From an optimization exercise on the open Yosys and OpenROAD flow, aimed at small area, a short achievable clock period and few clock cycles per item; shortcuts taken in it are not production practice. RTL that was checked went through simulation tests only; none was proved equivalent to the original. Power figures rest on the tool's default switching activity, not on a simulated workload.

==> flow/design.v (excerpt) <==
module lc4_processor(input wire         clk,
                     input wire         rst,
                     input wire         gwe,
                     output wire [15:0] o_cur_pc,
                     input wire [15:0]  i_cur_insn_A,
                     input wire [15:0]  i_cur_insn_B,
                     output wire [15:0] o_dmem_addr,
                     input wire [15:0]  i_cur_dmem_data,
                     output wire        o_dmem_we,
                     output wire [15:0] o_dmem_towrite,
                     output wire [ 1:0] test_stall_A,
                     output wire [ 1:0] test_stall_B,
                     output wire [15:0] test_cur_pc_A,
                     output wire [15:0] test_cur_pc_B,
                     output wire [15:0] test_cur_insn_A,
                     output wire [15:0] test_cur_insn_B,
                     output wire        test_regfile_we_A,
                     output wire        test_regfile_we_B,
                     output wire [ 2:0] test_regfile_wsel_A,
                     output wire [ 2:0] test_regfile_wsel_B,
                     output wire [15:0] test_regfile_data_A,
                     output wire [15:0] test_regfile_data_B,
                     output wire        test_nzp_we_A,
                     output wire        test_nzp_we_B,
                     output wire [ 2:0] test_nzp_new_bits_A,
                     output wire [ 2:0] test_nzp_new_bits_B,
                     output wire        test_dmem_we_A,
                     output wire        test_dmem_we_B,
                     output wire [15:0] test_dmem_addr_A,
                     output wire [15:0] test_dmem_addr_B,
                     output wire [15:0] test_dmem_data_A,
                     output wire [15:0] test_dmem_data_B,
                     input  wire [ 7:0] switch_data,
                     output wire [15:0] seven_segment_data,
                     output wire [ 7:0] led_data
                     );
Settings: LEC_CHECK=0, CAP_MARGIN=30, CORE_MARGIN=2, CORE_UTILIZATION=30, SLEW_MARGIN=50, BUFFER_PORTS_ARGS=-buffer_cell sky130_fd_sc_hd__buf_4; clock period 38.0 ns.
standard.sh (not shown) runs the stock make flow with config.mk's settings and CLKGATE_MAP_FILE= SYNTH_SCRIPT=/design/flow/synth_recipe.tcl, a recipe that flattens the netlist after the stock synthesis.
==> flow/flow/run.sh <==
#!/bin/bash
set -euo pipefail
cat >> config.mk <<'EOC'
export BUFFER_PORTS_ARGS = -buffer_cell sky130_fd_sc_hd__buf_4
EOC
bash standard.sh > flow.log 2>&1
The starting point completed with no timing, DRC or antenna violations.
Rerun with:
- CORE_UTILIZATION: 30 -> 35
What happened: The changed run ran to the end with no violations. Synthesized area stays the same. Worst setup slack gains 0.21 ns. Cell area goes down by 1.4%. Wire length goes down by 2.7%. Die area goes down by 14%. Total power goes down by 3.2%. Synthesized cell count stays the same. Final cell count goes down by 4.6%. Count of clock-buffer cells in the layout goes down by 4.
Function was not checked in any run of this note: the RTL went through the layout flow alone.

---

lc4_processor, a different RTL version from the one above (not shown whole).
Size in the first run: ~0.029 mm^2 of cells after synthesis.
==> flow/config.mk <==
export PLATFORM = sky130hd
export DESIGN_NAME = lc4_processor
export DESIGN_NICKNAME = lc4_processor
export VERILOG_FILES = /design/flow/design.v
export SDC_FILE = /design/flow/constraint.sdc
export NUM_CORES = 4
export LEC_CHECK = 0
export CAP_MARGIN = 30
export CORE_MARGIN = 2
export CORE_UTILIZATION = 35
export SLEW_MARGIN = 50
export BUFFER_PORTS_ARGS = -buffer_cell sky130_fd_sc_hd__buf_4
==> flow/constraint.sdc <==
create_clock -name core_clock -period 38.0 [get_ports {clk}]
set_input_delay 7.6000 -clock core_clock [delete_from_list [all_inputs] [get_ports {clk}]]
set_output_delay 7.6000 -clock core_clock [all_outputs]
set_load 0.01 [all_outputs]
Scripts as last shown in full above: flow/flow/run.sh
The starting point produced a clean layout.
Testbench counts at the start, summed over its fixed seeds: cycles 73,510, instructions 64,000.
Edit:
--- a/flow/config.mk
+++ b/flow/config.mk
@@ -6,7 +6,7 @@
 export NUM_CORES = 4
 export LEC_CHECK = 0
-export CAP_MARGIN = 30
+export CAP_MARGIN = 40
 export CORE_MARGIN = 2
-export CORE_UTILIZATION = 35
-export SLEW_MARGIN = 50
+export CORE_UTILIZATION = 40
+export SLEW_MARGIN = 60
 export BUFFER_PORTS_ARGS = -buffer_cell sky130_fd_sc_hd__buf_4
After rerunning:
- routed wire length shrinks by a few percent
- total power shrinks slightly
- sequential share of layout area is about the same
- sequential power barely changes
- cell area barely changes
- hold slack gains 0.0071 ns
- non-clock buffer count grows by 3
- setup slack gains 0.45 ns
- clock skew grows by 0.016 ns

---

lc4_processor with an RTL version that a note above also has.
Size in the first run: ~310 I/O pins, about 29000 um2 of cells after synthesis.
clock: 38.0 ns
lec_check: 0
cap_margin: 40
core_margin: 2
core_utilization: 40
slew_margin: 60
buffer_ports_args: -buffer_cell sky130_fd_sc_hd__buf_4
Scripts as last shown in full above: flow/flow/run.sh
Next try:
--- a/flow/config.mk
+++ b/flow/config.mk
@@ -8 +8 @@
-export CAP_MARGIN = 40
+export CAP_MARGIN = 30
@@ -11 +11 @@
-export SLEW_MARGIN = 60
+export SLEW_MARGIN = 50
Effect:
- cell area went down by about 1.1%
- via count is about the same
- global-route usage went down by 0.21 points
- cell count hardly moves
No run of this note included a check of the RTL's function; only the layout flow was run.

-- afterwards: timing with drivers on the ports --
The results above use ideal ports. As a check the final layouts listed here were re-extracted and re-timed, cells and wires unchanged. Step 1: set_driving_cell puts a clkbuf_16 on clk and a buf_2 on each other input, an assumption about the parent block. Step 2, shift: input delay + t, output delay - t, t = (earliest + latest rising clock arrival at the registers) / 2. This alone moves slack from input paths to output paths. a / b / c = ideal / step 1 / step 2; a / b = the first two.
run | shift t [ns] | slack for setup (ns) | hold slack, ns | clock arrival spread, ns | worst data-port slew with drivers (ns)
the first run of note 1 | 0.631 | 28.141 / 28.141 / 28.141 | 0.398 / 0.398 / 0.398 | 0.041 / 0.041 | 0.05
the second run of note 1 | 0.612 | 28.355 / 28.355 / 28.249 | 0.411 / 0.411 / 0.411 | 0.034 / 0.034 | 0.06
the first run of note 2 | 0.655 | 28.306 / 28.306 / 28.306 | 0.411 / 0.411 / 0.411 | 0.025 / 0.025 | 0.05
the second run of note 2 | 0.643 | 28.756 / 28.695 / 28.541 | 0.418 / 0.418 / 0.418 | 0.042 / 0.042 | 0.06
the first run of note 3 | 0.637 | 28.090 / 28.090 / 28.090 | 0.417 / 0.417 / 0.417 | 0.034 / 0.034 | 0.05
the second run of note 3 | 0.631 | 28.018 / 28.018 / 28.018 | 0.418 / 0.418 / 0.418 | 0.035 / 0.035 | 0.05
After both steps setup and hold are still met in every run listed. For the second run of note 2, which loses most, drivers alone change the setup slack by -0.061 ns; drivers and shift together by -0.215 ns.
